This is an optimization exercise on Yosys and OpenROAD, whose aim is small area, not a production implementation. At most, simulation tests tie the RTL to the original design; equivalence was not proved. Function not checked in run 4: the RTL went through the layout flow alone. Power and IR drop assume default switching activity.

## flow/design.v

```verilog
module debounce(
    input PB,
    input clk,
    input Reset,
    output reg PB_state,
    output PB_down,
    output PB_up
);
reg PB_sync_0;  always @(posedge clk) if(Reset) PB_sync_0 <= 1'b0; else PB_sync_0 <= ~PB;
reg PB_sync_1;  always @(posedge clk) if(Reset) PB_sync_1 <= 1'b0; else PB_sync_1 <= PB_sync_0;
localparam [14:0] POL = 15'b010101010101010;
reg [14:0] PB_cnt_q;
wire [14:0] PB_cnt = PB_cnt_q ^ POL;
wire PB_idle = (PB_state==PB_sync_1);
wire low_zero = ~|PB_cnt[13:0];
wire PB_cnt_max = PB_cnt[14] & low_zero;    
wire fb = PB_cnt[14] ^ PB_cnt[13] ^ low_zero;
always @(posedge clk)
if(Reset | PB_idle)
    PB_cnt_q <= POL;
else
    PB_cnt_q <= {PB_cnt[13:0], fb} ^ POL;
always @(posedge clk)
if(Reset)
    PB_state <= 0;
else if(~PB_idle & PB_cnt_max)
    PB_state <= ~PB_state;
assign PB_down = ~PB_idle & PB_cnt_max & ~PB_state;
assign PB_up   = ~PB_idle & PB_cnt_max &  PB_state;
endmodule
module pong_core(clk,BTN_EAST, BTN_WEST, Reset, CounterX, CounterY, inDisplayArea, vga_R, vga_G, vga_B, oLed);
input clk;
input wire BTN_EAST, BTN_WEST;
input Reset;
input wire [9:0] CounterX;
input wire [8:0] CounterY;
input wire inDisplayArea;
output vga_R, vga_G, vga_B;
output wire [7:0] oLed;
reg [7:0] oLedCount;
reg [2:0] PaddleBlock;       
reg [9:0] ballXn;            
reg [8:0] ballYn;
wire [9:0] ballX = ~ballXn;
wire [8:0] ballY = ~ballYn;
reg ball_inX, ball_inY;
reg ball_dirX, ball_dirY;
wire left, right;
debounce deboright(.PB(BTN_EAST), .clk(clk), .Reset(Reset), .PB_state(),.PB_down(right),.PB_up());
debounce deboleft (.PB(BTN_WEST), .clk(clk), .Reset(Reset), .PB_state(),.PB_down(left),.PB_up());
always @(posedge clk)
if(Reset)
	PaddleBlock <= 3'd3;
else if(right & ~left)
	PaddleBlock <= PaddleBlock + 3'd1;
else if(left & ~right & (|PaddleBlock))
	PaddleBlock <= PaddleBlock - 3'd1;
wire x0, x8, x16, y0, y8, y16;
edge_cmp #(.N(10)) cmpx (.a(CounterX), .bn(ballXn), .e0(x0), .e8(x8), .e16(x16));
edge_cmp #(.N(9))  cmpy (.a(CounterY), .bn(ballYn), .e0(y0), .e8(y8), .e16(y16));
always @(posedge clk)
if(Reset)
	ball_inX <= 0;
else if(ball_inX==0)
	ball_inX <= x0 & ball_inY;
else
	ball_inX <= !x16;
always @(posedge clk)
if(Reset)
	ball_inY <= 0;
else if(ball_inY==0)
	ball_inY <= y0;
else
	ball_inY <= !y16;
wire ball = ball_inX & ball_inY;
wire border = (CounterX[9:3]==0) || (CounterX[9:3]==79) || (CounterY[8:3]==0) || (CounterY[8:3]==59);
wire [3:0] pb1 = {1'b0, PaddleBlock} + 4'd1;
wire padA = (CounterX[9:6] == {1'b0, PaddleBlock}) && (CounterX[5:3] != 3'd0);
wire padB = (CounterX[9:6] == pb1) && !((CounterX[5:3] == 3'd7) && (CounterX[2:0] != 3'd0));
wire paddle = (padA | padB) && (CounterY[8:4]==27);
wire BouncingObject = border | paddle;
reg ResetCollision;
always @(posedge clk) if(Reset) ResetCollision <= 0; else ResetCollision <= (CounterY==500) & (CounterX==0);
reg CollisionX1, CollisionX2, CollisionY1, hitBottom, collisionPaddle;
always @(posedge clk) if(ResetCollision | Reset) CollisionX1<=0; else if(BouncingObject & x0  & y8 ) CollisionX1<=1;
always @(posedge clk) if(ResetCollision | Reset) CollisionX2<=0; else if(BouncingObject & x16 & y8 ) CollisionX2<=1;
always @(posedge clk) if(ResetCollision | Reset) CollisionY1<=0; else if(BouncingObject & x8  & y0 ) CollisionY1<=1;
always @(posedge clk) if(ResetCollision | Reset) hitBottom<=0;   else if(x8 & y16) hitBottom<=1;
always @(posedge clk) if(ResetCollision | Reset) collisionPaddle<=0; else if(paddle & x8 & y16) collisionPaddle<=1;
wire bottomOnDown   = (ballY[8:3] == 6'd57);
wire bottomOnBorder = bottomOnDown | (ballX[9:3] == 7'd78);
wire collisionDown = hitBottom & bottomOnDown;
wire CollisionY2   = (hitBottom & bottomOnBorder) | collisionPaddle;
wire UpdateBallPosition = ResetCollision;
reg newGame;
always @(posedge clk)
	if (Reset | collisionDown) newGame<=0; else newGame<=1;
wire en = UpdateBallPosition & newGame;
reg fresh;
wire [7:0] c = oLedCount;
wire [1:0] velm1;    
vel_table vt (.c(c), .fresh(fresh), .velm1(velm1));
wire enx = en & ~(CollisionX1 & CollisionX2);
wire eny = en & ~(CollisionY1 & CollisionY2);
wire [9:0] ballXn_d;
wire [8:0] ballYn_d;
wire [10:2] tx;    
wire [9:2] ty;
ball_low #(.K(2'b11)) lowx (.q(ballXn[1:0]), .vm1(velm1), .dir(ball_dirX), .en(enx), .rst(Reset), .d(ballXn_d[1:0]), .t(tx[2]));
ball_low #(.K(2'b11)) lowy (.q(ballYn[1:0]), .vm1(velm1), .dir(ball_dirY), .en(eny), .rst(Reset), .d(ballYn_d[1:0]), .t(ty[2]));
genvar i;
generate for (i=2;i<10;i=i+1) begin: gx
	ball_bit #(.K((~10'd312 >> i) & 1), .P(i & 1)) u (.q(ballXn[i]), .t(tx[i]), .dir(ball_dirX), .rst(Reset), .rst_n(~Reset), .d(ballXn_d[i]), .to(tx[i+1]));
end endgenerate
generate for (i=2;i<9;i=i+1) begin: gy
	ball_bit #(.K((~9'd200 >> i) & 1), .P(i & 1)) u (.q(ballYn[i]), .t(ty[i]), .dir(ball_dirY), .rst(Reset), .rst_n(~Reset), .d(ballYn_d[i]), .to(ty[i+1]));
end endgenerate
wire [8:0] tl;
assign tl[0] = en & collisionPaddle;
generate for (i=0;i<8;i=i+1) begin: gl assign tl[i+1] = tl[i] & c[i]; end endgenerate
always @(posedge clk)
begin
	ballXn <= ballXn_d;
	ballYn <= ballYn_d;
end
always @(posedge clk)
if(Reset)
begin
	oLedCount <= 0;
	fresh <= 0;
	ball_dirX <= 0;
	ball_dirY <= 0;
end
else
begin
	oLedCount <= oLedCount ^ tl[7:0];
	if (en) fresh <= collisionPaddle;
	if (enx & CollisionX2) ball_dirX <= 1; else if (enx & CollisionX1) ball_dirX <= 0;
	if (eny & CollisionY2) ball_dirY <= 1; else if (eny & CollisionY1) ball_dirY <= 0;
end
assign oLed = oLedCount;
reg vga_RB, vga_G;
always @(posedge clk)
if(Reset)
begin
  vga_RB <= 0;
  vga_G <= 0;
end
else
begin
  vga_RB <= (BouncingObject | ball) & inDisplayArea;
  vga_G <= BouncingObject & inDisplayArea;
end
assign vga_R = vga_RB;
assign vga_B = vga_RB;
endmodule
module ball_low #(parameter [1:0] K = 2'b11) (
	input [1:0] q, input [1:0] vm1, input dir, input en, input rst,
	output [1:0] d, output t);
wire p0, p1, h, y0, y1;
xnor2m x_p0 (.a(q[0]), .b(dir), .y(p0));
xnor2m x_p1 (.a(q[1]), .b(dir), .y(p1));
wire c1 = p0 | vm1[0];
xor2m x_h  (.a(vm1[1]), .b(c1), .y(h));
xor2m x_y1 (.a(q[1]), .b(en & h), .y(y1));
xor2m x_y0 (.a(q[0]), .b(en & ~vm1[0]), .y(y0));
assign d = rst ? K : {y1, y0};
assign t = en & ((p1 & vm1[1]) | (p1 & c1) | (vm1[1] & c1));
endmodule
module ball_bit #(parameter K = 0, parameter P = 0) (
	input q, input t, input dir, input rst, input rst_n,
	output d, output to);
wire p, yn;    
generate if (P == 0) begin: ph
	xnor2m x_p (.a(q), .b(dir), .y(p));
	xnor2m x_y (.a(q), .b(t), .y(yn));
	assign to = ~(t & p);
end else begin: pl
	xor2m  x_p (.a(q), .b(dir), .y(p));
	xor2m  x_y (.a(q), .b(t), .y(yn));
	assign to = ~(t | p);
end endgenerate
generate if (K[0]) begin: k1
	assign d = ~(rst_n & yn);
end else begin: k0
	assign d = ~(rst | yn);
end endgenerate
endmodule
module xor2m(input a, input b, output y);
assign y = a ^ b;
endmodule
module xnor2m(input a, input b, output y);
assign y = ~(a ^ b);
endmodule
module edge_cmp #(parameter N = 10) (input [N-1:0] a, input [N-1:0] bn, output e0, output e8, output e16);
wire [N:1] c;
wire [N-1:0] s;
assign s[0] = ~(a[0] ^ bn[0]);
assign c[1] = a[0] | bn[0];
genvar i;
generate for (i=1;i<N;i=i+1) begin: g
	fa_m u (.a(a[i]), .b(bn[i]), .ci(c[i]), .s(s[i]), .co(c[i+1]));
end endgenerate
wire hz = c[N] & ~|s[N-1:5] & ~|s[2:0];
assign e0  = hz & ~s[4] & ~s[3];
assign e8  = hz & ~s[4] &  s[3];
assign e16 = hz &  s[4] & ~s[3];
endmodule
module fa_m(input a, input b, input ci, output s, output co);
assign s = a ^ b ^ ci;
assign co = (a & b) | (a & ci) | (b & ci);
endmodule
module vel_table(input [7:0] c, input fresh, output [1:0] velm1);
wire hi = |c[7:5];
wire [4:0] l = c[4:0];
wire v1 = ~hi & (fresh ? (l >= 1 && l <= 10) : (l <= 9));
wire v2 = ~hi & (fresh ? (l >= 11 && l <= 20) : (l >= 10 && l <= 19));
wire v3 = ~hi & (fresh ? (l >= 21 && l <= 26) : (l >= 20 && l <= 25));
assign velm1 = v1 ? 2'd0 : v2 ? 2'd1 : v3 ? 2'd2 : 2'd3;
endmodule
```

## flow/config.mk

```make
export PLATFORM = sky130hd
export DESIGN_NAME = pong_core
export DESIGN_NICKNAME = pong_core
export VERILOG_FILES = /design/flow/design.v
export SDC_FILE = /design/flow/constraint.sdc
export NUM_CORES = 4
export LEC_CHECK = 0
export CAP_MARGIN = 20
export CORE_MARGIN = 2
export CORE_UTILIZATION = 40
export SLEW_MARGIN = 20
export SYNTH_HIERARCHICAL = 1
```

## flow/constraint.sdc

```tcl
create_clock -name core_clock -period 10.0 [get_ports {clk}]
set_input_delay 2.0000 -clock core_clock [delete_from_list [all_inputs] [get_ports {clk}]]
set_output_delay 2.0000 -clock core_clock [all_outputs]
set_load 0.01 [all_outputs]
```

## flow/run.sh

```bash
#!/bin/bash
# synth_recipe.tcl (not shown) runs the flow's synth.tcl, then flattens the netlist and writes it again
# the make line also repeats each setting of config.mk as NAME=value (left out here)
make -C /OpenROAD-flow-scripts/flow DESIGN_CONFIG=/design/flow/config.mk WORK_HOME=/design/flow/orfs CLKGATE_MAP_FILE= SYNTH_SCRIPT=/design/flow/synth_recipe.tcl finish
```

==> notes.md, run 1 <==
Routed wirelength normalized by instance count -> 12.9 um
ANT nets after route -> 0
Fraction of layout instances using a drive strength above 1 -> 0.0803
Core area -> 9330 um2
Die outline area -> 10500 um2
Sum of met2 wire segment lengths after detailed routing -> 3660 um
Outcome -> timing/DRC/antenna clean
Psw -> 145 uW
Starting density of the core -> 0.415
Largest net degree at the start of global routing -> 41
Type of the tightest min-delay check -> reg2reg
Power density relative to cell area -> 142 nW/um2
Launching element type of the critical path -> primary input
DP Wirelength -> 5560 um
Measured slew at the worst slew-check pin -> 0.643 ns
Fin Clk Skew -> 0.00609 ns
Count of antenna diodes in the layout -> 0
Net count reported at finish -> 484
Kind of end point of the critical path -> register
Initial antenna violation count -> 0
Critical Path Fanout Max -> 3
Reg-to-reg slack, setup -> 4.56 ns
Deepest level of the CTS H-tree -> 3
Worst setup margin -> 2.84 ns
Arrival time of the worst setup path -> 7.44 ns
Non-filler cells, final -> 565
Number of top-level pins -> 35
Buffers from clock root to sink, at most -> 2
Post-synthesis instance area -> 3870 um2
Wire length on met3 -> 223 um
Total iterations of the first detailed-routing run -> 4
Gates resized, CTS repair -> 0
Clock-pin slew on the worst setup and hold paths -> 0.09 ns
Met1 Wirelength -> 3300 um
Global routing usage summed across all routing layers -> 0.151
Placed Cells -> 549
Setup WS pre-CTS -> 2.51 ns
Number of vias per cell -> 4.88
Required time of the worst setup path -> 10.28 ns
Cell row count -> 35
Worst Hold Endpoint -> deboright.PB_cnt_q[11]
RePlAce Congestion -> 0.735
Sequential power share -> 0.493
Root buf cell -> sky130_fd_sc_hd__clkbuf_8
Count of routing violations after the opening detailed-route iteration -> 62
Clock network fraction of design power -> 0.447
Top metal layer carrying routed signals -> met4
Wire length after detailed routing -> 7280 um
CTS Hold Bufs -> 0
Post CTS Setup Buffer Count -> 0
Syn Inst Count -> 390
Mean cell area of the mapped netlist -> 9.93 um2
P&R area growth vs syn -> 19.0%
Latest clock arrival within the worst-skew pair -> 0.35 ns
Global-route wire length before repair -> 12200 um
Setup Total Neg Slack -> 0 ns
Achievable Freq -> 0.140 GHz
Source of the worst hold timing path -> deboright.PB_cnt_q[10]
Comb pwr share -> 0.060
Hold-critical path depth -> 1
Die width -> 102 um
Share of total power consumed by net switching -> 0.222
Filler cells -> 909
Via count of the first global-routing pass -> 2611
Highest ir drop seen on vdd -> 0.0000945 V
Crit Reg-Reg Startpoint -> ballXn[0]
GR Overflow Total -> 0
MaxCap Viol Count -> 0
Cell Int Power -> 508 uW
DR DRC count -> 0
CP Class -> in2reg
Total clock buffers created by CTS -> 9
Final Cycle Share -> 0.716
R2R depth -> 16
Count of endpoints failing setup in the final report -> 0
Hold violation count in the final report -> 0
Reg2Reg Capture Point -> collisionPaddle
Unrepaired setup endpoints after global routing -> false
Via count -> 2760
Final critical path time including I/O delays and setup -> 7.16 ns
Clock tree from TritonCTS -> built
TritonCTS sink count -> 80
Leakage Power -> 0.00178 uW
Synthesized Nets -> 443
Max-slew headroom at the worst pin -> 0.569
Number of warning messages in the yosys log -> 8
Floorplan die height -> 102 um
Port-buffer cells -> 34
Count of pins over their slew limit -> 0
==> through the flow <==
| stage | hold slack (ns) | power, uW | util | instance area [um2] |
|---|---|---|---|---|
| 6_report | 0.385 | 653 | 0.494 | 4610 |
| 5_1_grt | 0.403 | 681 | 0.494 | 4610 |
| 4_1_cts | 0.387 | 662 | 0.494 | 4610 |
| 3_5_place_dp | 0.366 | 370 | 0.467 | 4360 |
| 3_3_place_gp | 0.366 | 369 | 0.467 | 4360 |
| 2_1_floorplan | 0.353 | 349 | - | 3870 |
==> power by group through the flow <==
stage / clock network [uW] / registers (uW) / logic, uW
final: 292 / 322 / 39.2
after global routing: 314 / 323 / 43.6
after CTS: 300 / 322 / 39.9
after detailed placement: 0 / 330 / 39.8
after global placement: 0 / 330 / 39.2
after floorplan: 0 / 329 / 20.0
==> flip-flops by register name (all words and copies together) (netlist names), 3 cells and up <==
signal and cells:
ballYn 9, oLedCount 8, deboright.PB_cnt_q 15, PaddleBlock 3, ballXn 10, deboleft.PB_cnt_q 15
==> placed cells by master, fill, tap and decap left out, types with 4 or more instances in the layout <==
master / n
sky130_fd_sc_hd__ha_1: 11
sky130_fd_sc_hd__xnor2_1: 27
sky130_fd_sc_hd__o21ai_0: 6
sky130_fd_sc_hd__inv_1: 16
sky130_fd_sc_hd__fa_1: 18
sky130_fd_sc_hd__clkbuf_8: 9
sky130_fd_sc_hd__nor2b_1: 12
sky130_fd_sc_hd__o211ai_1: 5
sky130_fd_sc_hd__nand3_1: 4
sky130_fd_sc_hd__nand3b_1: 4
sky130_fd_sc_hd__dfxtp_1: 80
sky130_fd_sc_hd__a31oi_1: 4
sky130_fd_sc_hd__xor2_1: 24
sky130_fd_sc_hd__nor4_1: 7
sky130_fd_sc_hd__or2_2: 6
sky130_fd_sc_hd__nor2_1: 44
sky130_fd_sc_hd__clkdlybuf4s50_1: 34
sky130_fd_sc_hd__a21oi_1: 9
sky130_fd_sc_hd__nand2_1: 43
sky130_fd_sc_hd__or4b_1: 4
sky130_fd_sc_hd__nand2b_1: 4
sky130_fd_sc_hd__nor3_1: 4
==> critical path: stages <==
cell,delay [ns]
sky130_fd_sc_hd__clkdlybuf4s50_1,0.41
sky130_fd_sc_hd__inv_1,0.06
sky130_fd_sc_hd__ha_1,0.14
sky130_fd_sc_hd__inv_1,0.05
sky130_fd_sc_hd__fa_1,0.37
sky130_fd_sc_hd__fa_1,0.39
sky130_fd_sc_hd__fa_1,0.39
sky130_fd_sc_hd__fa_1,0.38
sky130_fd_sc_hd__fa_1,0.39
sky130_fd_sc_hd__fa_1,0.39
sky130_fd_sc_hd__fa_1,0.40
sky130_fd_sc_hd__fa_1,0.40
sky130_fd_sc_hd__fa_1,0.45
sky130_fd_sc_hd__or4b_1,0.47
sky130_fd_sc_hd__nor4_1,0.38
sky130_fd_sc_hd__o211ai_1,0.18
sky130_fd_sc_hd__a21boi_1,0.19
==> routing by layer <==
metal  vias to the layer above  track usage
li1                       1410            -
met2                        31        0.263
met4                         0       0.0462
met5                         -            0
met3                         9       0.0417
met1                      1310        0.181
==> worst max-delay path by stage <==
stage,slack (ns),cells after the start,from,end
6_report,2.84,17,CounterX[0],collisionPaddle
5_1_grt,2.56,17,CounterX[0],collisionPaddle
4_1_cts,2.85,17,CounterX[0],collisionPaddle
3_5_place_dp,2.51,17,CounterX[0],collisionPaddle
3_3_place_gp,2.61,17,CounterX[0],collisionPaddle
2_1_floorplan,3.22,17,CounterX[0],ball_inX
==> final cells by class <==
cell class              instances  area [um2]  area share
clock buffers                   9         124      0.0269
clock inverters                 7         125      0.0272
inverters                      16        60.1      0.0130
multi-input cells             289        2190       0.475
flip-flops and latches         80        1600       0.348
well taps                     129         161      0.0350
repair buffers                 35         348      0.0755
==> run 2: changes to the inputs <==
==> flow/flow/run.sh (new file) <==
#!/bin/bash
# The standard layout (standard.sh, unchanged synthesis), with two changes:
# the smallest buffer (buf_1) on each input and output port, and a clock tree
# of clkbuf_8 without the dummy loads CTS adds to balance it.
set -euo pipefail
bash standard.sh \
  BUFFER_PORTS_ARGS="-buffer_cell sky130_fd_sc_hd__buf_1" \
  CTS_ARGS="-sink_clustering_enable -repair_clock_nets -dont_use_dummy_load -buf_list sky130_fd_sc_hd__clkbuf_8" \
  RECOVER_POWER=100 \
  finish > standard.log 2>&1
==> flow/standard.sh (new file) <==
#!/bin/bash
# synth_recipe.tcl (not shown) runs the flow's synth.tcl, then flattens the netlist and writes it again
# the make line also repeats each setting of config.mk as NAME=value (left out here)
make -C /OpenROAD-flow-scripts/flow DESIGN_CONFIG=/design/flow/config.mk WORK_HOME=/design/flow/orfs CLKGATE_MAP_FILE= SYNTH_SCRIPT=/design/flow/synth_recipe.tcl "${@:-finish}"
removed: flow/run.sh
==> notes.md, run 2 <==
Global routing usage summed across all routing layers -> 0.156 (+0.00499)
GR Overflow Total -> 0 (unchanged)
Via count -> 2694 (-2.4%)
Delay-heaviest family, CP -> adder cells
Power density relative to cell area -> 125 nW/um2 (-12%)
MaxCap Viol Count -> 1 (+1)
Required time of the worst setup path -> 10.26 ns (-0.02 ns)
Launching element type of the critical path -> primary input
Largest net degree at the start of global routing -> 41 (unchanged)
Outcome -> complete, but fails checks
Cell repeated most along the worst path -> sky130_fd_sc_hd__fa_1
Final Cycle Share -> 0.677 (-0.0388)
Buffers plus inverters on the worst setup path -> 3 (unchanged)
Initial antenna violation count -> 0 (unchanged)
Hold-critical path depth -> 1 (unchanged)
Floorplan die height -> 102 um (unchanged)
Placed Cells -> 548 (-0.18%)
Crit Reg-Reg Startpoint -> ballXn[0]
DR DRC count -> 0 (unchanged)
Series of cell instances along the critical path -> buf_1 > inv_1 > ha_1 > inv_1 > fa_1 > fa_1 > fa_1 > fa_1 > fa_1 > fa_1 > fa_1 > fa_1 > fa_1 > or4b_1 > nor4_1 > o211ai_1 > a21boi_0
Number of top-level pins -> 35 (unchanged)
Measured slew at the worst slew-check pin -> 1.85 ns (+1.21 ns)
Wire length after detailed routing -> 7200 um (-1.2%)
Latest clock arrival within the worst-skew pair -> 0.35 ns (about the same)
Gates resized, CTS repair -> 0 (unchanged)
Sequential power share -> 0.605 (+0.112)
Starting density of the core -> 0.415 (unchanged)
Critical Path Fanout Max -> 3 (unchanged)
Die outline area -> 10500 um2 (unchanged)
Fin Clk Skew -> 0.0188 ns (+0.0127 ns)
Leakage Power -> 0.00163 uW (-8.6%)
RePlAce Congestion -> 0.780 (+6.1%)
Type of the tightest min-delay check -> reg2reg
Kind of end point of the critical path -> register
Syn Inst Count -> 390 (unchanged)
Cell Int Power -> 414 uW (-19%)
Clock network fraction of design power -> 0.333 (-0.114)
ANT nets after route -> 0 (unchanged)
Max-slew headroom at the worst pin -> -0.233 (-0.802)
Count of endpoints failing setup in the final report -> 0 (unchanged)
Root buf cell -> sky130_fd_sc_hd__clkbuf_8
Global-route wire length before repair -> 12600 um (+3.3%)
Arrival time of the worst setup path -> 7.03 ns (-0.41 ns)
Core area -> 9330 um2 (unchanged)
Comb pwr share -> 0.062 (+0.002)
Post CTS Setup Buffer Count -> 0 (unchanged)
Post-synthesis instance area -> 3870 um2 (unchanged)
Psw -> 119 uW (-18%)
Total iterations of the first detailed-routing run -> 6 (+2)
Count of antenna diodes in the layout -> 0 (unchanged)
Setup Total Neg Slack -> 0 ns (unchanged)
Number of warning messages in the yosys log -> 8 (unchanged)
Highest cell delay on the worst timing path -> 0.47 ns (about the same)
Clock tree from TritonCTS -> built
Hold violation count in the final report -> 0 (unchanged)
Clock-pin slew on the worst setup and hold paths -> 0.08 ns (about the same)
Fraction of layout instances using a drive strength above 1 -> 0.0607 (-0.0195)
Die width -> 102 um (unchanged)
DP Wirelength -> 5460 um (-1.7%)
Total clock buffers created by CTS -> 9 (unchanged)
R2R depth -> 16 (unchanged)
Unrepaired setup endpoints after global routing -> false
Worst Hold Endpoint -> deboright.PB_cnt_q[13]
Port-buffer cells -> 34 (unchanged)
CP Class -> in2reg
P&R area growth vs syn -> 9.98%
Buffers from clock root to sink, at most -> 2 (unchanged)
Routed wirelength normalized by instance count -> 12.9 um (+0.25%)
Count of pins over their slew limit -> 41 (+41)
Highest ir drop seen on vdd -> 0.000110 V (+17%)
Core occupancy in the finished layout -> 0.457 (-0.0374)
Cell row count -> 35 (unchanged)
Share of total power consumed by net switching -> 0.223 (+0.00175)
Failed Checks -> capacitance limit, slew limit
Via count of the first global-routing pass -> 2757 (+5.6%)
Final critical path time including I/O delays and setup -> 6.77 ns (-0.388 ns)
Reg-to-reg slack, setup -> 4.62 ns (+0.06 ns)
Achievable Freq -> 0.148 GHz (+5.7%)
Synthesized Nets -> 443 (unchanged)
Total power consumption of the routed design -> 533 uW (-18%)
Cell area after placement -> 4140 um2 (-5.0%)
CTS Hold Bufs -> 0 (unchanged)
Final cell area excluding filler cells -> 4260 um2 (-7.6%)
Source of the worst hold timing path -> deboright.PB_cnt_q[12]
Non-filler cells, final -> 557 (-1.4%)
Crit path max-delay cell type -> sky130_fd_sc_hd__or4b_1
Deepest level of the CTS H-tree -> 3 (unchanged)
Commonest non-fill, non-tap cell in the layout -> sky130_fd_sc_hd__dfxtp_1
Mean cell area of the mapped netlist -> 9.93 um2 (unchanged)
Registers with the most flip-flops -> deboleft.PB_cnt_q x15, deboright.PB_cnt_q x15, ballXn x10
Count of routing violations after the opening detailed-route iteration -> 62 (unchanged)
TritonCTS sink count -> 80 (unchanged)
Net count reported at finish -> 483 (-0.21%)
Commonest non-fill, non-tap cells in the layout -> sky130_fd_sc_hd__dfxtp_1 (80), sky130_fd_sc_hd__nor2_1 (44), sky130_fd_sc_hd__nand2_1 (43)
Reg2Reg Capture Point -> collisionPaddle
Number of vias per cell -> 4.84 (-0.99%)
## run 2: layout make-up
class	count	area (um2)
fill	921	5070
multi-input combinational	289	2180
sequential	80	1600
tap	129	161
timing repair buffer	34	128
clock buffer	9	124
inverter	16	60.1
## run 2: worst register-to-register path, stage by stage, from the launching register on
cell	delay, ns
sky130_fd_sc_hd__dfxtp_1	0.34
sky130_fd_sc_hd__inv_1	0.07
sky130_fd_sc_hd__ha_1	0.13
sky130_fd_sc_hd__inv_1	0.04
sky130_fd_sc_hd__fa_1	0.37
sky130_fd_sc_hd__fa_1	0.38
sky130_fd_sc_hd__fa_1	0.39
sky130_fd_sc_hd__fa_1	0.40
sky130_fd_sc_hd__fa_1	0.39
sky130_fd_sc_hd__fa_1	0.39
sky130_fd_sc_hd__fa_1	0.39
sky130_fd_sc_hd__fa_1	0.39
sky130_fd_sc_hd__fa_1	0.44
sky130_fd_sc_hd__or4b_1	0.47
sky130_fd_sc_hd__nor4_1	0.37
sky130_fd_sc_hd__o211ai_1	0.16
sky130_fd_sc_hd__a21boi_0	0.20
## run 2: per-stage QoR
step	hold WS [ns]	worst slack [ns]
after floorplan	0.353	3.22
after global placement	0.366	2.96
after detailed placement	0.369	2.90
after CTS	0.382	3.25
after global routing	0.395	3.04
final	0.375	3.23
## run 2: routing by layer
| metal | track usage | routed length (um) |
|---|---|---|
| met1 | 0.183 | 3290 |
| met2 | 0.271 | 3530 |
| met3 | 0.0520 | 262 |
| met4 | 0.0441 | 116 |
| met5 | 0 | 0 |
## run 2: worst max path at each step
stage	startpoint	end	slack, ns	cells after the start
after floorplan	CounterX[0]	ball_inX	3.22	17
after global placement	CounterX[0]	collisionPaddle	2.96	17
after detailed placement	CounterX[0]	collisionPaddle	2.90	17
after CTS	CounterX[0]	collisionPaddle	3.25	17
after global routing	CounterX[0]	collisionPaddle	3.04	17
final	CounterX[0]	collisionPaddle	3.23	17
## run 2: power groups by stage
stage          Sequential (uW)  Combinational (uW)  Clock (uW)
2_1_floorplan              329                20.0           0
3_3_place_gp               330                32.6           0
3_5_place_dp               330                33.7           0
4_1_cts                    322                33.9         186
5_1_grt                    323                37.7         197
6_report                   322                32.9         178
==> run 3: changes to the inputs <==
--- a/flow/flow/run.sh
+++ b/flow/flow/run.sh
@@ -7,4 +7,3 @@
   BUFFER_PORTS_ARGS="-buffer_cell sky130_fd_sc_hd__buf_1" \
   CTS_ARGS="-sink_clustering_enable -repair_clock_nets -dont_use_dummy_load -buf_list sky130_fd_sc_hd__clkbuf_8" \
-  RECOVER_POWER=100 \
   finish > standard.log 2>&1
==> notes.md, run 3 <==
Latest clock arrival within the worst-skew pair -> 0.35 ns (about the same)
Net count reported at finish -> 483 (unchanged)
Final critical path time including I/O delays and setup -> 6.78 ns (+0.00765 ns)
Number of vias per cell -> 4.86 (+0.52%)
Total iterations of the first detailed-routing run -> 4 (-2)
P&R area growth vs syn -> 10.1%
Setup Total Neg Slack -> 0 ns (unchanged)
Hold violation count in the final report -> 0 (unchanged)
Post CTS Setup Buffer Count -> 0 (unchanged)
CTS Hold Bufs -> 0 (unchanged)
Highest ir drop seen on vdd -> 0.000110 V (about the same)
Measured slew at the worst slew-check pin -> 0.859 ns (-0.990 ns)
Buffers from clock root to sink, at most -> 2 (unchanged)
Count of antenna diodes in the layout -> 0 (unchanged)
RePlAce Congestion -> 0.780 (unchanged)
Final Cycle Share -> 0.678 (+0.000765)
Required time of the worst setup path -> 10.27 ns (about the same)
Total clock buffers created by CTS -> 9 (unchanged)
Count of pins over their slew limit -> 0 (-100%)
Sequential power share -> 0.605 (about the same)
Core area -> 9330 um2 (unchanged)
Initial antenna violation count -> 0 (unchanged)
Wire length after detailed routing -> 7190 um (about the same)
Syn Inst Count -> 390 (unchanged)
Critical Path Fanout Max -> 3 (unchanged)
Commonest non-fill, non-tap cells in the layout -> sky130_fd_sc_hd__dfxtp_1 (80), sky130_fd_sc_hd__nor2_1 (44), sky130_fd_sc_hd__nand2_1 (43)
Routed wirelength normalized by instance count -> 12.9 um (about the same)
Commonest non-fill, non-tap cell in the layout -> sky130_fd_sc_hd__dfxtp_1
Clock network fraction of design power -> 0.333 (about the same)
Psw -> 119 uW (-0.15%)
Registers with the most flip-flops -> deboleft.PB_cnt_q x15, deboright.PB_cnt_q x15, ballXn x10
Number of top-level pins -> 35 (unchanged)
Type of the tightest min-delay check -> reg2reg
Cell row count -> 35 (unchanged)
Gates resized, CTS repair -> 0 (unchanged)
DP Wirelength -> 5460 um (unchanged)
Clock-pin slew on the worst setup and hold paths -> 0.08 ns (about the same)
Number of warning messages in the yosys log -> 8 (unchanged)
ANT nets after route -> 0 (unchanged)
Fin Clk Skew -> 0.0189 ns (+0.0000866 ns)
Power density relative to cell area -> 125 nW/um2 (about the same)
Mean cell area of the mapped netlist -> 9.93 um2 (unchanged)
Die width -> 102 um (unchanged)
Count of routing violations after the opening detailed-route iteration -> 69 (+11%)
GR Overflow Total -> 0 (unchanged)
Cell Int Power -> 414 uW (about the same)
Via count -> 2708 (+0.52%)
Die outline area -> 10500 um2 (unchanged)
Clock tree from TritonCTS -> built
Max-slew headroom at the worst pin -> 0.427 (+0.660)
Fraction of layout instances using a drive strength above 1 -> 0.0654 (+0.00467)
Post-synthesis instance area -> 3870 um2 (unchanged)
Kind of end point of the critical path -> register
Deepest level of the CTS H-tree -> 3 (unchanged)
CP Class -> in2reg
Global routing usage summed across all routing layers -> 0.156 (unchanged)
Share of total power consumed by net switching -> 0.223 (-0.000372)
Launching element type of the critical path -> primary input
Floorplan die height -> 102 um (unchanged)
TritonCTS sink count -> 80 (unchanged)
Arrival time of the worst setup path -> 7.04 ns (about the same)
Achievable Freq -> 0.148 GHz (-0.11%)
Via count of the first global-routing pass -> 2757 (unchanged)
Total power consumption of the routed design -> 533 uW (about the same)
Leakage Power -> 0.00163 uW (+0.22%)
Outcome -> timing/DRC/antenna clean
Unrepaired setup endpoints after global routing -> false
Starting density of the core -> 0.415 (unchanged)
DR DRC count -> 0 (unchanged)
Global-route wire length before repair -> 12600 um (unchanged)
Count of endpoints failing setup in the final report -> 0 (unchanged)
Synthesized Nets -> 443 (unchanged)
MaxCap Viol Count -> 0 (-1)
Largest net degree at the start of global routing -> 41 (unchanged)
Root buf cell -> sky130_fd_sc_hd__clkbuf_8
Port-buffer cells -> 34 (unchanged)
Comb pwr share -> 0.062 (about the same)
run 3: path summary, 6_finish.rpt:
kind / endpoint / cells past startpoint / slack [ns] / startpoint
hold reg to reg: deboright.PB_cnt_q[13] / 1 / 0.38 / deboright.PB_cnt_q[12]
setup reg to reg: collisionPaddle / 16 / 4.61 / ballXn[0]
hold / removal: deboright.PB_cnt_q[13] / 1 / 0.38 / deboright.PB_cnt_q[12]
setup / recovery: collisionPaddle / 17 / 3.22 / CounterX[0]
run 3: per-layer routing:
metal	wire (um)	up-vias	track usage
met3	278	13	0.0520
met4	115	0	0.0441
li1	-	1400	-
met1	3260	1254	0.183
met5	0	-	0
met2	3540	41	0.271
run 3: stage by stage:
| step | instance area (um2) | hold slack, ns | util | setup slack, ns | std cells |
|---|---|---|---|---|---|
| detailed placement | 4140 | 0.369 | 0.444 | 2.90 | 548 |
| global placement | 4140 | 0.366 | 0.444 | 2.96 | 548 |
| CTS | 4260 | 0.382 | 0.457 | 3.25 | 557 |
| finish | 4260 | 0.375 | 0.457 | 3.22 | 557 |
| global route | 4260 | 0.395 | 0.457 | 3.06 | 557 |
| floorplan | 3870 | 0.353 | - | 3.22 | 390 |
run 3: power groups by stage:
stage / clock network, uW / registers (uW) / logic (uW)
global placement: 0 / 330 / 32.6
CTS: 186 / 322 / 33.9
finish: 177 / 322 / 33.3
global route: 197 / 323 / 38.1
floorplan: 0 / 329 / 20.0
detailed placement: 0 / 330 / 33.7
run 3: cell type report:
class | count | area [um2]
clock buffer | 9 | 124
fill | 919 | 5060
inverter | 16 | 60.1
multi-input combinational | 289 | 2190
sequential | 80 | 1600
tap | 129 | 161
timing repair buffer | 34 | 129
run 3: critical path, stage by stage:
cell and delay [ns]:
sky130_fd_sc_hd__buf_1 0.08, sky130_fd_sc_hd__inv_1 0.05, sky130_fd_sc_hd__ha_1 0.13, sky130_fd_sc_hd__inv_1 0.04, sky130_fd_sc_hd__fa_1 0.37, sky130_fd_sc_hd__fa_1 0.38, sky130_fd_sc_hd__fa_1 0.39, sky130_fd_sc_hd__fa_1 0.40
sky130_fd_sc_hd__fa_1 0.39, sky130_fd_sc_hd__fa_1 0.39, sky130_fd_sc_hd__fa_1 0.39, sky130_fd_sc_hd__fa_1 0.39, sky130_fd_sc_hd__fa_1 0.45, sky130_fd_sc_hd__or4b_1 0.47, sky130_fd_sc_hd__nor4_1 0.39, sky130_fd_sc_hd__o211ai_1 0.17
sky130_fd_sc_hd__a21boi_1 0.17
==> run 4: changes to the inputs <==
--- a/flow/design.v
+++ b/flow/design.v
@@ -3,29 +3,66 @@
     input clk,
     input Reset,
+    input Reset_n,       
     output reg PB_state,
     output PB_down,
     output PB_up
 );
-reg PB_sync_0;  always @(posedge clk) if(Reset) PB_sync_0 <= 1'b0; else PB_sync_0 <= ~PB;
-reg PB_sync_1;  always @(posedge clk) if(Reset) PB_sync_1 <= 1'b0; else PB_sync_1 <= PB_sync_0;
-localparam [14:0] POL = 15'b010101010101010;
+reg PB_sync_0;      
+reg PB_sync_1_n;    
 reg [14:0] PB_cnt_q;
-wire [14:0] PB_cnt = PB_cnt_q ^ POL;
-wire PB_idle = (PB_state==PB_sync_1);
-wire low_zero = ~|PB_cnt[13:0];
-wire PB_cnt_max = PB_cnt[14] & low_zero;    
-wire fb = PB_cnt[14] ^ PB_cnt[13] ^ low_zero;
-always @(posedge clk)
-if(Reset | PB_idle)
-    PB_cnt_q <= POL;
-else
-    PB_cnt_q <= {PB_cnt[13:0], fb} ^ POL;
-always @(posedge clk)
-if(Reset)
-    PB_state <= 0;
-else if(~PB_idle & PB_cnt_max)
-    PB_state <= ~PB_state;
-assign PB_down = ~PB_idle & PB_cnt_max & ~PB_state;
-assign PB_up   = ~PB_idle & PB_cnt_max &  PB_state;
+wire s0_d, s1n_d, state_d, clr, clr_n, lz, fb_n, max;
+wire [14:0] cnt_d;
+db_sync sy (.pb(PB), .s0(PB_sync_0), .rst(Reset), .rst_n(Reset_n), .s0_d(s0_d), .s1n_d(s1n_d));
+db_lowzero lzd (.q(PB_cnt_q[13:0]), .lz(lz));
+db_fb fbd (.q14(PB_cnt_q[14]), .q13(PB_cnt_q[13]), .lz(lz), .fb_n(fb_n));
+db_ctrl ct (.state(PB_state), .s1n(PB_sync_1_n), .q14(PB_cnt_q[14]), .lz(lz), .rst(Reset),
+            .clr(clr), .clr_n(clr_n), .state_d(state_d), .down(PB_down), .up(PB_up));
+db_nor2 c0 (.a(clr), .b(fb_n), .y(cnt_d[0]));
+genvar i;
+generate for (i=1;i<15;i=i+1) begin: st
+	if (i & 1) begin: odd
+		db_nand2 g (.a(clr_n), .b(PB_cnt_q[i-1]), .y(cnt_d[i]));
+	end else begin: even
+		db_nor2 g (.a(clr), .b(PB_cnt_q[i-1]), .y(cnt_d[i]));
+	end
+end endgenerate
+always @(posedge clk)
+begin
+	PB_sync_0 <= s0_d;
+	PB_sync_1_n <= s1n_d;
+	PB_cnt_q <= cnt_d;
+	PB_state <= state_d;
+end
+endmodule
+module db_sync(input pb, input s0, input rst, input rst_n, output s0_d, output s1n_d);
+assign s0_d = ~(rst | pb);
+assign s1n_d = ~(rst_n & s0);
+endmodule
+module db_lowzero(input [13:0] q, output lz);
+assign lz = ~|{q[12], q[10], q[8], q[6], q[4], q[2], q[0]} & (&{q[13], q[11], q[9], q[7], q[5], q[3], q[1]});
+endmodule
+module db_fb(input q14, input q13, input lz, output fb_n);
+wire a;
+db_xnor2 x1 (.a(q14), .b(q13), .y(a));
+db_xnor2 x2 (.a(a), .b(lz), .y(fb_n));
+endmodule
+module db_ctrl(input state, input s1n, input q14, input lz, input rst,
+               output clr, output clr_n, output state_d, output down, output up);
+wire idle = state ^ s1n;         
+wire flip = ~idle & q14 & lz;    
+assign clr = rst | idle;
+assign clr_n = ~clr;
+assign state_d = ~rst & (state ^ flip);
+assign down = flip & ~state;
+assign up = flip & state;
+endmodule
+module db_nor2(input a, input b, output y);
+assign y = ~(a | b);
+endmodule
+module db_nand2(input a, input b, output y);
+assign y = ~(a & b);
+endmodule
+module db_xnor2(input a, input b, output y);
+assign y = ~(a ^ b);
 endmodule
 module pong_core(clk,BTN_EAST, BTN_WEST, Reset, CounterX, CounterY, inDisplayArea, vga_R, vga_G, vga_B, oLed);
@@ -47,13 +84,9 @@
 reg ball_dirX, ball_dirY;
 wire left, right;
-debounce deboright(.PB(BTN_EAST), .clk(clk), .Reset(Reset), .PB_state(),.PB_down(right),.PB_up());
-debounce deboleft (.PB(BTN_WEST), .clk(clk), .Reset(Reset), .PB_state(),.PB_down(left),.PB_up());
-always @(posedge clk)
-if(Reset)
-	PaddleBlock <= 3'd3;
-else if(right & ~left)
-	PaddleBlock <= PaddleBlock + 3'd1;
-else if(left & ~right & (|PaddleBlock))
-	PaddleBlock <= PaddleBlock - 3'd1;
+debounce deboright(.PB(BTN_EAST), .clk(clk), .Reset(Reset), .Reset_n(~Reset), .PB_state(),.PB_down(right),.PB_up());
+debounce deboleft (.PB(BTN_WEST), .clk(clk), .Reset(Reset), .Reset_n(~Reset), .PB_state(),.PB_down(left),.PB_up());
+wire [2:0] PaddleBlock_d;
+paddle_next pn (.p(PaddleBlock), .left(left), .right(right), .rst(Reset), .rst_n(~Reset), .d(PaddleBlock_d));
+always @(posedge clk) PaddleBlock <= PaddleBlock_d;
 wire x0, x8, x16, y0, y8, y16;
 edge_cmp #(.N(10)) cmpx (.a(CounterX), .bn(ballXn), .e0(x0), .e8(x8), .e16(x16));
@@ -219,2 +252,18 @@
 assign velm1 = v1 ? 2'd0 : v2 ? 2'd1 : v3 ? 2'd2 : 2'd3;
 endmodule
+module paddle_next(input [2:0] p, input left, input right, input rst, input rst_n, output [2:0] d);
+wire nz = p[0] | p[1] | p[2];
+wire one, c1n, c2, yn0, y1, yn2;
+xor2m x_m (.a(right), .b(left), .y(one));           
+wire t0n = ~(one & (right | nz));                     
+xor2m x_c1 (.a(p[0]), .b(right), .y(c1n));          
+xnor2m x_c2 (.a(p[1]), .b(right), .y(c2));          
+wire t1 = ~(t0n | c1n);
+wire t2n = ~(t1 & c2);
+xor2m x_y0 (.a(p[0]), .b(t0n), .y(yn0));            
+xnor2m x_y1 (.a(p[1]), .b(t1), .y(y1));             
+xor2m x_y2 (.a(p[2]), .b(t2n), .y(yn2));            
+assign d[0] = ~(rst_n & yn0);
+assign d[1] = ~(rst_n & y1);
+assign d[2] = ~(rst | yn2);
+endmodule
==> flow/flow/run.sh (replaced) <==
#!/bin/bash
# The standard layout (standard.sh, with its synthesis unchanged), with three
# changes to the physical steps:
#  - after the floorplan, combinational cells that synthesis sized up are
#    sized down to the smallest cell of their footprint (flow/downsize.tcl);
#    the placement repair steps then fix any slew or capacitance limit;
#  - the smallest buffer (buf_1) on each input and output port;
#  - a clock tree of clkbuf_8 without the dummy loads CTS adds to balance it.
# make's output goes to standard.log; each ORFS step logs to orfs/logs/.
set -euo pipefail
here=$(pwd)
bash standard.sh \
  POST_FLOORPLAN_TCL="$here/flow/downsize.tcl" \
  BUFFER_PORTS_ARGS="-buffer_cell sky130_fd_sc_hd__buf_1" \
  CTS_ARGS="-sink_clustering_enable -repair_clock_nets -dont_use_dummy_load -buf_list sky130_fd_sc_hd__clkbuf_8" \
  finish > standard.log 2>&1
==> flow/flow/downsize.tcl (new file) <==
# Downsize every combinational cell that synthesis sized up (drive > 1) to
# the smallest cell of the same footprint; buffers, inverters, clock cells
# and registers are left alone. Timing has a large margin at this period;
# the later repair steps fix any slew or capacitance limit this breaks.
set ::downsize_count 0
set ::downsize_saved 0.0
foreach inst [[ord::get_db_block] getInsts] {
  set master [$inst getMaster]
  set name [$master getName]
  if { ![regexp {^(sky130_fd_sc_hd__[a-z0-9]+)_([0-9]+)$} $name -> base size] } { continue }
  if { $size <= 1 } { continue }
  if { [regexp {__(buf|inv|clk|dly|df|edf|sdf|dl|conb|tap|fill|decap|bufinv|probe|lpflow|mux2)} $base] } {
    if { ![string match "*__mux2*" $base] } { continue }
  }
  set best ""
  set best_area 1e9
  foreach s {0 1 2} {
    set m [[ord::get_db] findMaster ${base}_$s]
    if { $m eq "NULL" || $m eq "" } { continue }
    if { $s >= $size } { continue }
    set a [expr {[$m getWidth] * [$m getHeight]}]
    if { $a < $best_area } { set best $m; set best_area $a }
  }
  if { $best eq "" } { continue }
  set old_area [expr {[$master getWidth] * [$master getHeight]}]
  if { [$inst swapMaster $best] } {
    incr ::downsize_count
    set ::downsize_saved [expr {$::downsize_saved + ($old_area - $best_area) / 1e6}]
  }
}
puts "downsize: $::downsize_count cells, [format %.1f $::downsize_saved] um2"
==> notes.md, run 4 <==
Highest cell delay on the worst timing path -> 0.47 ns (about the same)
Latest clock arrival within the worst-skew pair -> 0.36 ns (about the same)
Launching element type of the critical path -> primary input
Filler cells -> 908 (-1.2%)
Source of the worst hold timing path -> deboleft.PB_sync_0
Count of antenna diodes in the layout -> 0 (unchanged)
Setup WS pre-CTS -> 2.83 ns (-0.0713 ns)
RePlAce Congestion -> 0.810 (+3.8%)
Registers with the most flip-flops -> deboleft.PB_cnt_q x15, deboright.PB_cnt_q x15, ballXn x10
CTS Hold Bufs -> 0 (unchanged)
Leakage Power -> 0.00156 uW (-4.2%)
Total clock buffers created by CTS -> 9 (unchanged)
Number of warning messages in the yosys log -> 8 (unchanged)
Net count reported at finish -> 479 (-0.83%)
Setup Total Neg Slack -> 0 ns (unchanged)
Count of routing violations after the opening detailed-route iteration -> 67 (-2.9%)
Crit Reg-Reg Startpoint -> ballXn[0]
Fin Clk Skew -> 0.0276 ns (+0.00869 ns)
Global routing usage summed across all routing layers -> 0.156 (+0.000203)
Hold-critical path depth -> 1 (unchanged)
GR Overflow Total -> 0 (unchanged)
Commonest non-fill, non-tap cell in the layout -> sky130_fd_sc_hd__dfxtp_1
Mean cell area of the mapped netlist -> 9.93 um2 (about the same)
DR DRC count -> 0 (unchanged)
Number of top-level pins -> 35 (unchanged)
Global-route wire length before repair -> 12400 um (-1.4%)
Commonest non-fill, non-tap cells in the layout -> sky130_fd_sc_hd__dfxtp_1 (80), sky130_fd_sc_hd__nor2_1 (47), sky130_fd_sc_hd__nand2_1 (43)
Port-buffer cells -> 34 (unchanged)
Gates resized, CTS repair -> 0 (unchanged)
Root buf cell -> sky130_fd_sc_hd__clkbuf_8
Largest net degree at the start of global routing -> 39 (-4.9%)
DP Wirelength -> 5490 um (+0.50%)
Synthesized Nets -> 436 (-1.6%)
Required time of the worst setup path -> 10.27 ns (about the same)
Post-synthesis instance area -> 3800 um2 (-1.8%)
Worst Hold Endpoint -> deboleft.PB_sync_1_n
Series of cell instances along the critical path -> buf_1 > inv_1 > ha_1 > inv_1 > fa_1 > fa_1 > fa_1 > fa_1 > fa_1 > fa_1 > fa_1 > fa_1 > fa_1 > or4b_1 > nor4_1 > o211ai_1 > a21boi_1
Reg2Reg Capture Point -> collisionPaddle
R2R depth -> 16 (unchanged)
Core occupancy in the finished layout -> 0.450 (-0.00677)
Cell row count -> 35 (unchanged)
Cell area after placement -> 4040 um2 (-2.5%)
TritonCTS sink count -> 80 (unchanged)
Via count -> 2695 (-0.48%)
Total power consumption of the routed design -> 533 uW (about the same)
Achievable Freq -> 0.147 GHz (-0.30%)
Count of endpoints failing setup in the final report -> 0 (unchanged)
Count of pins over their slew limit -> 0 (unchanged)
Initial antenna violation count -> 0 (unchanged)
Cell repeated most along the worst path -> sky130_fd_sc_hd__fa_1
Measured slew at the worst slew-check pin -> 0.642 ns (-0.217 ns)
Arrival time of the worst setup path -> 7.06 ns (+0.02 ns)
Syn Inst Count -> 383 (-1.8%)
Final cell area excluding filler cells -> 4160 um2 (-2.4%)
Post CTS Setup Buffer Count -> 0 (unchanged)
Critical Path Fanout Max -> 3 (unchanged)
Outcome -> timing/DRC/antenna clean
Final critical path time including I/O delays and setup -> 6.80 ns (+0.0206 ns)
Max-slew headroom at the worst pin -> 0.570 (+0.143)
Core area -> 9240 um2 (-0.94%)
Worst setup margin -> 3.20 ns (-0.0206 ns)
Unrepaired setup endpoints after global routing -> false
Fraction of layout instances using a drive strength above 1 -> 0.0236 (-0.0418)
Buffers plus inverters on the worst setup path -> 3 (unchanged)
Type of the tightest min-delay check -> reg2reg
P&R area growth vs syn -> 9.41%
Starting density of the core -> 0.412 (-0.00351)
Deepest level of the CTS H-tree -> 3 (unchanged)
Wire length after detailed routing -> 7150 um (-0.65%)
Die outline area -> 10300 um2 (-1.7%)
Highest ir drop seen on vdd -> 0.0000818 V (-26%)
MaxCap Viol Count -> 0 (unchanged)
Number of vias per cell -> 4.87 (+0.24%)
Clock tree from TritonCTS -> built
Kind of end point of the critical path -> register
Routed wirelength normalized by instance count -> 12.9 um (about the same)
Floorplan die height -> 102 um (-0.85%)
Reg-to-reg slack, setup -> 4.59 ns (-0.02 ns)
Delay-heaviest family, CP -> adder cells
CP Class -> in2reg
Clock-pin slew on the worst setup and hold paths -> 0.08 ns (about the same)
Via count of the first global-routing pass -> 2727 (-1.1%)
Crit path max-delay cell type -> sky130_fd_sc_hd__or4b_1
Final Cycle Share -> 0.680 (+0.00206)
Hold violation count in the final report -> 0 (unchanged)
Buffers from clock root to sink, at most -> 2 (unchanged)
Total iterations of the first detailed-routing run -> 4 (unchanged)
Die width -> 102 um (-0.85%)
Power density relative to cell area -> 128 nW/um2 (+2.4%)
ANT nets after route -> 0 (unchanged)
-- run 4: report_power, final --
group / internal [uW] / total (uW) / switching [uW]
Combinational: 12.9 / 32.1 / 19.2
Sequential: 320 / 322 / 2.23
Clock: 80.4 / 178 / 98.0
Total: 414 / 533 / 119
-- run 4: stage by stage --
step           cells  hold WS [ns]
2_1_floorplan    383         0.343
3_3_place_gp     544         0.347
3_5_place_dp     544         0.349
4_1_cts          553         0.370
5_1_grt          553         0.389
6_report         553         0.367
-- run 4: worst reg2reg max path, delay by kind of cell, from the launching register on --
kind | cells | cell delay (ns)
DFF | 1 | 0.35
buffers and inverters | 2 | 0.11
and+or+nand+nor | 2 | 0.88
adders and majority gates | 10 | 3.67
AOI/OAI and AO/OA | 2 | 0.34
-- run 4: routing by layer --
| layer | vias up | wire [um] | part of all wire | GRT usage |
|---|---|---|---|---|
| met5 | - | 0 | 0 | 0 |
| met4 | 0 | 93 | 0.013 | 0.0426 |
| met3 | 9 | 355 | 0.050 | 0.0587 |
| met2 | 43 | 3540 | 0.50 | 0.273 |
| met1 | 1271 | 3150 | 0.44 | 0.178 |
| li1 | 1372 | - | - | - |
-- run 4: area by class of cell --
cell class,instances,area (um2),share of cell area
clock buffers,9,124,0.0298
inverters,14,52.6,0.0126
multi-input cells,286,2090,0.502
flip-flops and latches,80,1600,0.385
well taps,129,161,0.0388
repair buffers,35,135,0.0325
-- run 4: how the worst max path moves through the flow --
stage | startpoint | endpoint | cells after the start
after floorplan | CounterX[0] | ball_inX | 17
after detailed placement | CounterX[0] | collisionPaddle | 17
after global placement | CounterX[0] | collisionPaddle | 17
final | CounterX[0] | collisionPaddle | 17
after global routing | CounterX[0] | collisionPaddle | 17
after CTS | CounterX[0] | collisionPaddle | 17
==> run 5: changes to the inputs <==
--- a/flow/design.v
+++ b/flow/design.v
@@ -227,20 +227,24 @@
 endmodule
 module edge_cmp #(parameter N = 10) (input [N-1:0] a, input [N-1:0] bn, output e0, output e8, output e16);
-wire [N:1] c;
-wire [N-1:0] s;
-assign s[0] = ~(a[0] ^ bn[0]);
-assign c[1] = a[0] | bn[0];
+wire [N-1:0] xx;
 genvar i;
-generate for (i=1;i<N;i=i+1) begin: g
-	fa_m u (.a(a[i]), .b(bn[i]), .ci(c[i]), .s(s[i]), .co(c[i+1]));
-end endgenerate
-wire hz = c[N] & ~|s[N-1:5] & ~|s[2:0];
-assign e0  = hz & ~s[4] & ~s[3];
-assign e8  = hz & ~s[4] &  s[3];
-assign e16 = hz &  s[4] & ~s[3];
-endmodule
-module fa_m(input a, input b, input ci, output s, output co);
-assign s = a ^ b ^ ci;
-assign co = (a & b) | (a & ci) | (b & ci);
+generate for (i=0;i<N;i=i+1) begin: gx
+	xnor2m u (.a(a[i]), .b(bn[i]), .y(xx[i]));
+end endgenerate
+wire [N:4] m;       
+assign m[4] = 1'b1;
+generate for (i=4;i<N;i=i+1) begin: gm
+	assign m[i+1] = m[i] & ~bn[i];
+end endgenerate
+wire [N-1:5] ok;    
+generate for (i=5;i<N;i=i+1) begin: go
+	xnor2m u (.a(xx[i]), .b(m[i]), .y(ok[i]));
+end endgenerate
+wire low3eq = ~|xx[2:0];
+wire z_hi = ~|xx[N-1:4];
+wire e_hi = xx[4] & (&ok) & ~m[N];
+assign e0  = low3eq & ~xx[3] & z_hi;
+assign e16 = low3eq & ~xx[3] & e_hi;
+assign e8  = low3eq &  xx[3] & (bn[3] ? z_hi : e_hi);
 endmodule
 module vel_table(input [7:0] c, input fresh, output [1:0] velm1);
==> notes.md, run 5 <==
Global-route wire length before repair -> 12200 um (-1.3%)
Kind of end point of the critical path -> register
Sequential power share -> 0.605 (about the same)
Total clock buffers created by CTS -> 9 (unchanged)
Source of the worst hold timing path -> deboleft.PB_sync_0
Fraction of layout instances using a drive strength above 1 -> 0.0223 (-0.00126)
Starting density of the core -> 0.409 (-0.00294)
Clock tree from TritonCTS -> built
Mean cell area of the mapped netlist -> 9.23 um2 (-7.0%)
Floorplan die height -> 101 um (-0.57%)
Hold violation count in the final report -> 0 (unchanged)
Die width -> 101 um (-0.57%)
Commonest non-fill, non-tap cell in the layout -> sky130_fd_sc_hd__dfxtp_1
Launching element type of the critical path -> primary input
Final critical path time including I/O delays and setup -> 3.65 ns (-3.15 ns)
Cell Int Power -> 413 uW (-0.12%)
Routed wirelength normalized by instance count -> 12.9 um (about the same)
Max-slew headroom at the worst pin -> 0.535 (-0.0350)
GR Util met3 -> 0.0458 (-0.0129)
Clock-pin slew on the worst setup and hold paths -> 0.07 ns (about the same)
Total iterations of the first detailed-routing run -> 6 (+2)
Routing usage on met1 -> 0.201 (+0.0231)
Registers with the most flip-flops -> deboleft.PB_cnt_q x15, deboright.PB_cnt_q x15, ballXn x10
Setup WS pre-CTS -> 6.00 ns (+3.18 ns)
Measured slew at the worst slew-check pin -> 0.680 ns (+0.0377 ns)
Initial antenna violation count -> 0 (unchanged)
Gates resized, CTS repair -> 0 (unchanged)
Share of total power consumed by net switching -> 0.224 (about the same)
CP Class -> in2reg
Number of warning messages in the yosys log -> 8 (unchanged)
Die outline area -> 10200 um2 (-1.1%)
Port-buffer cells -> 34 (unchanged)
Filler cells -> 909 (+0.11%)
Number of vias per cell -> 4.98 (+2.1%)
Global routing usage on met2 -> 0.241 (-0.0323)
Number of top-level pins -> 35 (unchanged)
Crit Reg-Reg Startpoint -> oLedCount[1]
Net count reported at finish -> 484 (+1.0%)
Outcome -> timing/DRC/antenna clean
Count of pins over their slew limit -> 0 (unchanged)
Syn Inst Count -> 407 (+6.3%)
Required time of the worst setup path -> 10.26 ns (about the same)
Synthesized Nets -> 441 (+1.1%)
Fin Clk Skew -> 0.0224 ns (-0.00512 ns)
DR DRC count -> 0 (unchanged)
Psw -> 119 uW (about the same)
Highest ir drop seen on vdd -> 0.0000587 V (-28%)
Post CTS Setup Buffer Count -> 0 (unchanged)
Post-synthesis instance area -> 3760 um2 (-1.2%)
Core area -> 9200 um2 (-0.47%)
Total power consumption of the routed design -> 532 uW (-0.11%)
RePlAce Congestion -> 0.782 (-3.4%)
Via count of the first global-routing pass -> 2606 (-4.4%)
Cell row count -> 35 (unchanged)
Count of endpoints failing setup in the final report -> 0 (unchanged)
Largest net degree at the start of global routing -> 39 (unchanged)
P&R area growth vs syn -> 8.95%
Comb pwr share -> 0.054 (-0.006)
Count of routing violations after the opening detailed-route iteration -> 83 (+24%)
Setup Total Neg Slack -> 0 ns (unchanged)
Final Cycle Share -> 0.365 (-0.315)
MaxCap Viol Count -> 0 (unchanged)
Buffers from clock root to sink, at most -> 2 (unchanged)
ANT nets after route -> 0 (unchanged)
Type of the tightest min-delay check -> reg2reg
Via count -> 2782 (+3.2%)
Leakage Power -> 0.00150 uW (-3.8%)
Achievable Freq -> 0.274 GHz (+86%)
TritonCTS sink count -> 80 (unchanged)
Latest clock arrival within the worst-skew pair -> 0.35 ns (about the same)
Critical Path Fanout Max -> 4 (+1)
Core occupancy in the finished layout -> 0.445 (-0.00507)
CTS Hold Bufs -> 0 (unchanged)
Worst setup margin -> 6.35 ns (+3.15 ns)
Crit path launch -> CounterX[7]
Wire length after detailed routing -> 7230 um (+1.1%)
Count of antenna diodes in the layout -> 0 (unchanged)
GR Overflow Total -> 0 (unchanged)
Power density relative to cell area -> 130 nW/um2 (+1.5%)
Global route hottest layer -> met2
Commonest non-fill, non-tap cells in the layout -> sky130_fd_sc_hd__dfxtp_1 (80), sky130_fd_sc_hd__xnor2_1 (58), sky130_fd_sc_hd__nor2_1 (51)
Arrival time of the worst setup path -> 3.91 ns (-3.15 ns)
Root buf cell -> sky130_fd_sc_hd__clkbuf_8
Global routing usage summed across all routing layers -> 0.154 (-0.00160)
Unrepaired setup endpoints after global routing -> false
DP Wirelength -> 5380 um (-2.0%)
Clock network fraction of design power -> 0.340 (+0.005)
Deepest level of the CTS H-tree -> 3 (unchanged)
-- run 5: cell types whose count changed in the layout (fill, tap and decap cells not counted), sizes merged, moves of 3 or more --
cell | before | now
nor2 | 47 | 51
nor4 | 9 | 6
inv | 14 | 10
nor3 | 4 | 11
xnor2 | 30 | 58
fa | 17 | 0
-- run 5: power by group through the flow --
stage / Sequential (uW) / Clock, uW / Combinational (uW)
after global routing: 322 / 205 / 32.8
final: 322 / 181 / 28.9
after floorplan: 329 / 0 / 18.6
after global placement: 330 / 0 / 28.8
after detailed placement: 330 / 0 / 29.2
after CTS: 322 / 191 / 29.3
-- run 5: cell type report --
cell class | count | area, um2 | area share
inverters | 10 | 37.5 | 0.00917
flip-flops and latches | 80 | 1600 | 0.391
clock buffers | 9 | 124 | 0.0302
well taps | 111 | 139 | 0.0339
repair buffers | 35 | 135 | 0.0330
multi-input cells | 314 | 2060 | 0.503
-- run 5: through the flow --
stage	std cells	instance area (um2)	hold WS [ns]
6_report	559	4100	0.368
5_1_grt	559	4100	0.373
4_1_cts	559	4100	0.368
3_5_place_dp	550	3970	0.352
3_3_place_gp	550	3970	0.348
2_1_floorplan	407	3760	0.343
-- run 5: critical path, stage by stage --
cell	delay, ns
sky130_fd_sc_hd__buf_1	0.19
sky130_fd_sc_hd__xnor2_1	0.13
sky130_fd_sc_hd__or4_1	0.50
sky130_fd_sc_hd__or4b_1	0.51
sky130_fd_sc_hd__o31ai_1	0.07
sky130_fd_sc_hd__and3_1	0.24
sky130_fd_sc_hd__o211ai_1	0.10
sky130_fd_sc_hd__a21boi_1	0.16
-- run 5: path summary, 6_finish.rpt --
path,end,slack [ns],cells past startpoint
worst min register to register,deboleft.PB_sync_1_n,0.37,1
worst max-delay path,collisionPaddle,6.35,8
worst max register to register,ballXn[9],7.06,14
worst min-delay path,deboleft.PB_sync_1_n,0.37,1
-- run 5: layer usage --
layer | vias up | part of all wire
met5 | - | 0
met3 | 4 | 0.046
met2 | 40 | 0.47
li1 | 1455 | -
met4 | 0 | 0.0064
met1 | 1283 | 0.48
==> run 6: changes to the inputs <==
--- a/flow/design.v
+++ b/flow/design.v
@@ -115,14 +115,13 @@
 reg ResetCollision;
 always @(posedge clk) if(Reset) ResetCollision <= 0; else ResetCollision <= (CounterY==500) & (CounterX==0);
-reg CollisionX1, CollisionX2, CollisionY1, hitBottom, collisionPaddle;
+reg CollisionX1, CollisionX2, CollisionY1, CollisionY2;
 always @(posedge clk) if(ResetCollision | Reset) CollisionX1<=0; else if(BouncingObject & x0  & y8 ) CollisionX1<=1;
 always @(posedge clk) if(ResetCollision | Reset) CollisionX2<=0; else if(BouncingObject & x16 & y8 ) CollisionX2<=1;
 always @(posedge clk) if(ResetCollision | Reset) CollisionY1<=0; else if(BouncingObject & x8  & y0 ) CollisionY1<=1;
-always @(posedge clk) if(ResetCollision | Reset) hitBottom<=0;   else if(x8 & y16) hitBottom<=1;
-always @(posedge clk) if(ResetCollision | Reset) collisionPaddle<=0; else if(paddle & x8 & y16) collisionPaddle<=1;
+always @(posedge clk) if(ResetCollision | Reset) CollisionY2<=0; else if(BouncingObject & x8  & y16) CollisionY2<=1;
 wire bottomOnDown   = (ballY[8:3] == 6'd57);
 wire bottomOnBorder = bottomOnDown | (ballX[9:3] == 7'd78);
-wire collisionDown = hitBottom & bottomOnDown;
-wire CollisionY2   = (hitBottom & bottomOnBorder) | collisionPaddle;
+wire collisionDown   = CollisionY2 & bottomOnDown;
+wire collisionPaddle = CollisionY2 & ~bottomOnBorder;
 wire UpdateBallPosition = ResetCollision;
 reg newGame;
==> notes.md, run 6 <==
Outcome -> timing/DRC/antenna clean
Delay-heaviest family, CP -> simple AND/OR/NAND/NOR gates
MaxCap Viol Count -> 0 (unchanged)
Gates resized, CTS repair -> 0 (unchanged)
Port-buffer cells -> 34 (unchanged)
Area of the multi-input gates -> 2050 um2 (-0.55%)
Routed wirelength normalized by instance count -> 13.4 um (+3.5%)
Commonest non-fill, non-tap cell in the layout -> sky130_fd_sc_hd__dfxtp_1
Count of antenna diodes in the layout -> 0 (unchanged)
Registers with the most flip-flops -> deboleft.PB_cnt_q x15, deboright.PB_cnt_q x15, ballXn x10
Max-slew headroom at the worst pin -> 0.494 (-0.0409)
Crit path max-delay cell type -> sky130_fd_sc_hd__or4b_1
Die outline area -> 10100 um2 (-0.86%)
Number of top-level pins -> 35 (unchanged)
Largest net degree at the start of global routing -> 38 (-2.6%)
Wire length after detailed routing -> 7440 um (+2.9%)
Synthesized Nets -> 437 (-0.91%)
Net count reported at finish -> 481 (-0.62%)
Floorplan die height -> 101 um (-0.43%)
Sequential power share -> 0.600 (-0.005)
Flip-flop and latch area -> 1580 um2 (-1.3%)
Filler cells -> 923 (+1.5%)
Comb pwr share -> 0.063 (+0.009)
Achievable Freq -> 0.276 GHz (+0.83%)
Psw -> 122 uW (+2.3%)
Cell row count -> 35 (unchanged)
Leakage Power -> 0.00147 uW (-2.2%)
Worst setup margin -> 6.38 ns (+0.0301 ns)
Core area -> 9150 um2 (-0.48%)
Fraction of layout instances using a drive strength above 1 -> 0.0225 (+0.000150)
Root buf cell -> sky130_fd_sc_hd__clkbuf_8
Number of warning messages in the yosys log -> 8 (unchanged)
P&R area growth vs syn -> 9.00% (about the same)
GR Overflow Total -> 0 (unchanged)
Final critical path time including I/O delays and setup -> 3.62 ns (-0.0301 ns)
Global-route wire length before repair -> 12600 um (+3.0%)
Highest ir drop seen on vdd -> 0.0000507 V (-14%)
Critical Path Fanout Max -> 4 (unchanged)
Cell area after placement -> 3940 um2 (-0.88%)
Mean cell area of the mapped netlist -> 9.24 um2 (about the same)
Launching element type of the critical path -> primary input
Highest cell delay on the worst timing path -> 0.53 ns (+0.02 ns)
Measured slew at the worst slew-check pin -> 0.753 ns (+0.0731 ns)
Number of vias per cell -> 5.03 (+1.2%)
Syn Inst Count -> 403 (-0.98%)
Final Cycle Share -> 0.362 (-0.00301)
Power density relative to cell area -> 131 nW/um2 (+1.1%)
Buffers from clock root to sink, at most -> 2 (unchanged)
Type of the tightest min-delay check -> reg2reg
Setup WS pre-CTS -> 6.04 ns (+0.0383 ns)
CTS Hold Bufs -> 0 (unchanged)
RePlAce Congestion -> 0.835 (+6.8%)
Count of pins over their slew limit -> 0 (unchanged)
Count of endpoints failing setup in the final report -> 0 (unchanged)
Deepest level of the CTS H-tree -> 3 (unchanged)
Starting density of the core -> 0.407 (-0.00174)
Share of total power consumed by net switching -> 0.229 (+0.00457)
Unrepaired setup endpoints after global routing -> false
Post CTS Setup Buffer Count -> 0 (unchanged)
Required time of the worst setup path -> 10.28 ns (+0.02 ns)
TritonCTS sink count -> 79 (-1.3%)
Clock tree from TritonCTS -> built
Fin Clk Skew -> 0.0282 ns (+0.00578 ns)
Initial antenna violation count -> 0 (unchanged)
Total iterations of the first detailed-routing run -> 4 (-2)
Via count of the first global-routing pass -> 2642 (+1.4%)
Latest clock arrival within the worst-skew pair -> 0.35 ns (about the same)
DR DRC count -> 0 (unchanged)
Global routing usage summed across all routing layers -> 0.159 (+0.00493)
Clock-pin slew on the worst setup and hold paths -> 0.07 ns (about the same)
DP Wirelength -> 5460 um (+1.6%)
Cell Int Power -> 412 uW (-0.36%)
Setup Total Neg Slack -> 0 ns (unchanged)
Die width -> 101 um (-0.43%)
Post-synthesis instance area -> 3720 um2 (-0.90%)
CP Class -> in2reg
Via count -> 2799 (+0.61%)
Series of cell instances along the critical path -> buf_1 > xnor2_1 > or4_1 > or4b_1 > o31ai_1 > and3_1 > nand3_1 > o21ai_1
Reg-to-reg slack, setup -> 7.01 ns (-0.05 ns)
Count of routing violations after the opening detailed-route iteration -> 85 (+2.4%)
Clock network fraction of design power -> 0.337 (-0.003)
Kind of end point of the critical path -> register
Total clock buffers created by CTS -> 9 (unchanged)
Final cell area excluding filler cells -> 4060 um2 (-0.86%)
Commonest non-fill, non-tap cells in the layout -> sky130_fd_sc_hd__dfxtp_1 (79), sky130_fd_sc_hd__xnor2_1 (57), sky130_fd_sc_hd__nor2_1 (48)
ANT nets after route -> 0 (unchanged)
Buffers plus inverters on the worst setup path -> 1 (unchanged)
Hold violation count in the final report -> 0 (unchanged)
Arrival time of the worst setup path -> 3.90 ns (about the same)
-- run 6: metrics by stage --
step | std cells | hold WS [ns] | power (uW) | utilization
3_5_place_dp | 547 | 0.352 | 361 | 0.430
2_1_floorplan | 403 | 0.343 | 348 | -
5_1_grt | 556 | 0.371 | 558 | 0.444
6_report | 556 | 0.363 | 534 | 0.444
4_1_cts | 556 | 0.368 | 540 | 0.444
3_3_place_gp | 547 | 0.348 | 360 | 0.430
-- run 6: power by group through the flow --
stage / registers [uW] / logic (uW) / clock network [uW]
final: 320 / 33.5 / 180
after global routing: 321 / 37.4 / 200
after CTS: 320 / 33.7 / 186
after detailed placement: 328 / 33.4 / 0
after global placement: 327 / 32.9 / 0
after floorplan: 327 / 21.6 / 0
-- run 6: worst paths after layout --
check / start / endpoint / cells after the start
setup / recovery: CounterX[7] / CollisionY2 / 8
hold / removal: deboleft.PB_sync_0 / deboleft.PB_sync_1_n / 1
setup reg to reg: oLedCount[0] / ballXn[9] / 14
hold reg to reg: deboleft.PB_sync_0 / deboleft.PB_sync_1_n / 1
-- run 6: final cells by class --
class                           instances  share of cell area
Sequential cell                        79               0.390
Clock buffer                            9              0.0305
Multi-Input combinational cell        313               0.504
Timing Repair Buffer                   35              0.0333
Tap cell                              111              0.0342
Inverter                                9             0.00832
-- run 6: per-layer routing --
| layer | vias up | GRT usage | routed length, um |
|---|---|---|---|
| met1 | 1295 | 0.216 | 3740 |
| met4 | 0 | 0.0695 | 125 |
| li1 | 1448 | - | - |
| met2 | 46 | 0.248 | 3310 |
| met5 | - | 0 | 0 |
| met3 | 10 | 0.0291 | 264 |

==> re-timing with driven ports <==
How much do the figures lean on ideal ports? The routed layouts below were timed once more, with nothing changed but the port constraints.
Step 1, drivers: a clkbuf_16 drives clk and a buf_2 each remaining input, both assumed.
Step 2 also shifts input and output timing later by t, the mid clock arrival at the registers, as if the neighbouring blocks saw the same clock.
Three values: ideal ports, drivers, drivers and shift; two values: the first two.
| run | t (ns) | slack for setup (ns) |
|---|---|---|
| run 1 | 0.382 | 2.843 / 2.852 / 2.470 |
| run 2 | 0.376 | 3.231 / 3.241 / 2.865 |
| run 3 | 0.373 | 3.223 / 3.233 / 2.860 |
| run 4 | 0.377 | 3.202 / 3.213 / 2.837 |
| run 5 | 0.368 | 6.351 / 6.341 / 5.973 |
| run 6 | 0.374 | 6.381 / 6.392 / 6.018 |
